This is an optimization exercise on Yosys and OpenROAD, whose aim is small area, not a production implementation.
The RTL was checked by simulation tests, not by an equivalence proof against the original design.
The flow treats the clock pin as an ideal source, which a real chip does not have.
Power and IR drop assume default switching activity.

==> umber <==
Design color_find, start of the top module:
module color_find #(
    parameter DISPLAY_W = 640,
    parameter DISPLAY_H = 480
) (
    input clk,
    input reset,
    input [9:0] x_pixel,
    input [9:0] y_pixel,
    input [3:0] R,
    input [3:0] G,
    input [3:0] B,
    output logic [1:0] USER
);
    localparam N = 22;
    wire is_red, is_blue;
    color_cls u_cls (
        .r3(R[3]), .r2(R[2]), .r1(R[1]), .r0(R[0]),
        .g3(G[3]), .g2(G[2]), .g1(G[1]), .g0(G[0]),
        .b3(B[3]), .b2(B[2]), .b1(B[1]), .b0(B[0]),
        .red(is_red), .blue(is_blue)
    );
    wire [9:0] x = x_pixel, y = y_pixel;
    wire z0, z1, z2, lo_n, pt_n, y5_8_n, x79_n, y5_8_z, y4_7_n;
    wire latch_pt, clear_pt, upper;
    g_nor4  u_z0 (.A(x[0]), .B(x[1]), .C(x[2]), .D(x[3]), .Y(z0));
    g_nor4  u_z1 (.A(x[4]), .B(x[5]), .C(x[6]), .D(y[0]), .Y(z1));
    g_nor4  u_z2 (.A(y[1]), .B(y[2]), .C(y[3]), .D(y[4]), .Y(z2));
    g_nor2  u_lo (.A(x[8]), .B(y[9]), .Y(lo_n));
    g_nand4 u_pt (.A(z0), .B(z1), .C(z2), .D(lo_n), .Y(pt_n));
    g_nand4 u_y5 (.A(y[8]), .B(y[7]), .C(y[6]), .D(y[5]), .Y(y5_8_n));
    g_nand2 u_x7 (.A(x[9]), .B(x[7]), .Y(x79_n));
    g_nor3  u_lt (.A(pt_n), .B(y5_8_n), .C(x79_n), .Y(latch_pt));
    g_nor4  u_yz (.A(y[8]), .B(y[7]), .C(y[6]), .D(y[5]), .Y(y5_8_z));
    g_nor4b u_cl (.A(pt_n), .B(x[9]), .C(x[7]), .D_N(y5_8_z), .Y(clear_pt));
    g_nand4 u_y4 (.A(y[7]), .B(y[6]), .C(y[5]), .D(y[4]), .Y(y4_7_n));
    g_nor3b u_up (.A(y[9]), .B(y[8]), .C_N(y4_7_n), .Y(upper));
    reg zero;
    wire zero_d;
    g_a21o u_zd (.A1(zero), .A2(latch_pt), .B1(clear_pt), .X(zero_d));
    always_ff @(posedge clk, posedge reset) begin
        if (reset) zero <= 1'b1;
        else zero <= zero_d;
    end
    wire en_b, en_r;
    g_nor2b u_eb (.A(latch_pt), .B_N(is_blue), .Y(en_b));
    g_nor2b u_er (.A(latch_pt), .B_N(is_red), .Y(en_r));
  ...
clock: 160.0 ns
lec_check: 0
abc_area: 1
cap_margin: 20
core_margin: 2
core_utilization: 70
slew_margin: 20
synth_hierarchical: 1
synth_minimum_keep_size: 0
buffer_ports_args: -buffer_cell sky130_fd_sc_hd__buf_1
cts_args: -sink_clustering_enable -repair_clock_nets -dont_use_dummy_load -buf_list sky130_fd_sc_hd__clkbuf_4 -root_buf sky130_fd_sc_hd__clkbuf_4
pre_cts_tcl: /design/flow/flow/pre_cts.tcl
standard.sh (not shown) runs the stock make flow with config.mk's settings and CLKGATE_MAP_FILE= SYNTH_SCRIPT=/design/flow/synth_recipe.tcl, a recipe that flattens the netlist after the stock synthesis.
==> flow/flow/run.sh <==
#!/bin/bash
# Standard ORFS layout with two changes:
#  - synthesis maps with flow/abc_area.script (area-oriented ABC mapping, no
#    ABC buffering/upsizing); everything else in synthesis is the standard flow's own
#    standard synthesis (synth_recipe.tcl), so registers are unchanged;
#  - no full-adder extraction, buf_1 port buffers and a smaller clock
#    tree (flow/extra.mk).
set -euo pipefail
rm -rf scripts_mod
cp -r "$FLOW_HOME/scripts" scripts_mod
cp flow/abc_area.script scripts_mod/abc_area.script
cat flow/extra.mk >> config.mk
if [[ -f flow/pre_cts.tcl ]]; then echo "export PRE_CTS_TCL = $PWD/flow/pre_cts.tcl" >> config.mk; fi
export SCRIPTS_DIR="$PWD/scripts_mod"
bash standard.sh > standard.log 2>&1
==> flow/flow/extra.mk <==
# no full-adder extraction: ABC maps all logic
export ADDER_MAP_FILE =
# small buffers on the ports (the standard flow picks clkdlybuf4s50_1)
export BUFFER_PORTS_ARGS = -buffer_cell sky130_fd_sc_hd__buf_1
# smaller clock tree, no dummy loads
export CTS_ARGS = -sink_clustering_enable -repair_clock_nets -dont_use_dummy_load -buf_list sky130_fd_sc_hd__clkbuf_4 -root_buf sky130_fd_sc_hd__clkbuf_4
==> flow/flow/pre_cts.tcl <==
# Clock buffers placed by hand: the flip-flops are split by x into
# 4 groups of equal size; each group gets one sky130_fd_sc_hd__clkbuf_4 at its middle,
# driven by the clock port.
set ffs {}
foreach inst [[ord::get_db_block] getInsts] {
  if { [[$inst getMaster] isSequential] } {
    set loc [$inst getLocation]
    lappend ffs [list [lindex $loc 0] [lindex $loc 1] $inst]
  }
}
set ffs [lsort -integer -index 0 $ffs]
set n [llength $ffs]
set k 4
set dbu [[ord::get_db_tech] getDbUnitsPerMicron]
for { set g 0 } { $g < $k } { incr g } {
  set lo [expr { $g * $n / $k }]
  set hi [expr { ($g + 1) * $n / $k }]
  set xs 0; set ys 0; set pins {}
  for { set i $lo } { $i < $hi } { incr i } {
    set e [lindex $ffs $i]
    set xs [expr { $xs + [lindex $e 0] }]
    set ys [expr { $ys + [lindex $e 1] }]
    set inst [lindex $e 2]
    foreach it [$inst getITerms] {
      if { [[$it getMTerm] getSigType] == "CLOCK" || [[$it getMTerm] getName] == "CLK" } {
        lappend pins [get_pins [$inst getName]/[[$it getMTerm] getName]]
      }
    }
  }
  set m [expr { $hi - $lo }]
  set x [expr { $xs / $m / double($dbu) }]
  set y [expr { $ys / $m / double($dbu) }]
  puts "pre_cts: group $g: $m flip-flops, [llength $pins] clock pins, buffer at $x $y"
  insert_buffer -buffer_cell sky130_fd_sc_hd__clkbuf_4 -net clk -load_pins $pins -buffer_name clkbuf_g$g -location [list $x $y]
}
Other scripts of this flow, unchanged in this note and not shown: flow/flow/abc_area.script
==> inputs of ember, as changes to umber <==
--- a/flow/flow/run.sh
+++ b/flow/flow/run.sh
@@ -12,3 +12,2 @@
 cat flow/extra.mk >> config.mk
-if [[ -f flow/pre_cts.tcl ]]; then echo "export PRE_CTS_TCL = $PWD/flow/pre_cts.tcl" >> config.mk; fi
 export SCRIPTS_DIR="$PWD/scripts_mod"
==> flow/flow/extra.mk (replaced) <==
# no full-adder extraction: ABC maps all logic
export ADDER_MAP_FILE =
# small buffers on the ports (the standard flow picks clkdlybuf4s50_1)
export BUFFER_PORTS_ARGS = -buffer_cell sky130_fd_sc_hd__buf_1
# smaller clock tree, no dummy loads
export CTS_ARGS = -sink_clustering_enable -repair_clock_nets -dont_use_dummy_load -buf_list sky130_fd_sc_hd__clkbuf_8 -root_buf sky130_fd_sc_hd__clkbuf_8
- CTS_ARGS: -sink_clustering_enable -repair_clock_nets -dont_use_dummy_load -buf_list sky130_fd_sc_hd__clkbuf_4 -root_buf sky130_fd_sc_hd__clkbuf_4 -> -sink_clustering_enable -repair_clock_nets -dont_use_dummy_load -buf_list sky130_fd_sc_hd__clkbuf_8 -root_buf sky130_fd_sc_hd__clkbuf_8
- PRE_CTS_TCL: /design/flow/flow/pre_cts.tcl -> unset
removed: flow/flow/pre_cts.tcl
==> inputs of quartz, as changes to umber <==
==> flow/flow/extra.mk (replaced) <==
# no full-adder extraction: ABC maps all logic
export ADDER_MAP_FILE =
# small buffers on the ports (the standard flow picks clkdlybuf4s50_1)
export BUFFER_PORTS_ARGS = -buffer_cell sky130_fd_sc_hd__buf_1
# smaller clock tree, no dummy loads
export CTS_ARGS = -sink_clustering_enable -repair_clock_nets -dont_use_dummy_load -buf_list sky130_fd_sc_hd__clkbuf_16 -root_buf sky130_fd_sc_hd__clkbuf_16
--- a/flow/flow/pre_cts.tcl
+++ b/flow/flow/pre_cts.tcl
@@ -1,3 +1,3 @@
 # Clock buffers placed by hand: the flip-flops are split by x into
-# 4 groups of equal size; each group gets one sky130_fd_sc_hd__clkbuf_4 at its middle,
+# 3 groups of equal size; each group gets one sky130_fd_sc_hd__clkbuf_8 at its middle,
 # driven by the clock port.
@@ -12,3 +12,3 @@
 set n [llength $ffs]
-set k 4
+set k 3
 set dbu [[ord::get_db_tech] getDbUnitsPerMicron]
@@ -33,3 +33,3 @@
   puts "pre_cts: group $g: $m flip-flops, [llength $pins] clock pins, buffer at $x $y"
-  insert_buffer -buffer_cell sky130_fd_sc_hd__clkbuf_4 -net clk -load_pins $pins -buffer_name clkbuf_g$g -location [list $x $y]
+  insert_buffer -buffer_cell sky130_fd_sc_hd__clkbuf_8 -net clk -load_pins $pins -buffer_name clkbuf_g$g -location [list $x $y]
 }
- CTS_ARGS: -sink_clustering_enable -repair_clock_nets -dont_use_dummy_load -buf_list sky130_fd_sc_hd__clkbuf_4 -root_buf sky130_fd_sc_hd__clkbuf_4 -> -sink_clustering_enable -repair_clock_nets -dont_use_dummy_load -buf_list sky130_fd_sc_hd__clkbuf_16 -root_buf sky130_fd_sc_hd__clkbuf_16
==> results.yml <==
power:
  swShare: 0.360
  pg_clk_uw: 4.03
  total_power_uw: 38.3
  clockPowerShare: 0.105
  power_density_nw_per_um2: 13.2
timing:
  period_share: 0.243
  whs_ns: 0.543
routing:
  wl_met3_um: 415
cells_and_area:
  instances_no_fill: 508
worst_setup_path:
  arrival_ns: 38.97
status:
  outcome: "timing/DRC/antenna clean"
the above is filed under umber

==> results.yml <==
timing:
  period_share: 0.245
  whs_ns: 0.529
  fmax_mhz: 25.5
status:
  outcome: "timing/DRC/antenna clean"
routing:
  wl_met3_um: 656
power:
  clockPowerShare: 0.365
  power_density_nw_per_um2: 17.7
  swShare: 0.331
  pg_clk_uw: 20.7
worst_setup_path:
  arrival_ns: 39.66
die:
  core-area_um2: 3660
cells_and_area:
  instances_no_fill: 519
the above is filed under quartz

==> results.yml <==
status:
  outcome: "timing/DRC/antenna clean"
timing:
  whs_ns: 0.536
  period_share: 0.243
routing:
  wl_met3_um: 466
power:
  power_density_nw_per_um2: 13.8
  total_power_uw: 40.5
  pg_clk_uw: 6.19
worst_setup_path:
  path_common_cell: "nand2_1"
  arrival_ns: 39.01
clock_tree:
  insertion_delay_ns: 0.29
  root_buffer: "clkbuf_8"
die:
  core-area_um2: 3660
cells_and_area:
  instances_no_fill: 509
synthesis:
  avgSynthCellArea_um2: 6.35
the above is filed under ember

-- re-timing with driven ports --
The results above use ideal ports. As a check the final layouts listed here were re-extracted and re-timed, cells and wires unchanged.
Step 1, drivers: a clkbuf_16 drives clk and a buf_2 each remaining input, both assumed.
Step 2 moves the port delays by t, midway between the first and last clock arrival at a register: inputs arrive t later, outputs are due t later. That takes back most of the time a late clock gives input paths.
Three values: no drivers, after step 1, after step 2; two values: the first two.
| run | t (ns) | slack for setup (ns) | latest minus earliest clock arrival (ns) | worst slew at a driven data input, ns | pins driven straight from the clock port |
|---|---|---|---|---|---|
| umber | 0.211 | 121.070 / 121.088 / 120.877 | 0.016 / 0.015 | 0.04 | 4 |
| ember | 0.311 | 121.131 / 121.137 / 120.826 | 0.025 / 0.025 | 0.05 | 1 |
| quartz | 0.643 | 120.795 / 120.808 / 120.165 | 0.015 / 0.015 | 0.05 | 1 |
After both steps setup and hold are still met in every run listed. For quartz, which loses most, drivers alone change the setup slack by +0.013 ns; drivers and shift together by -0.630 ns.
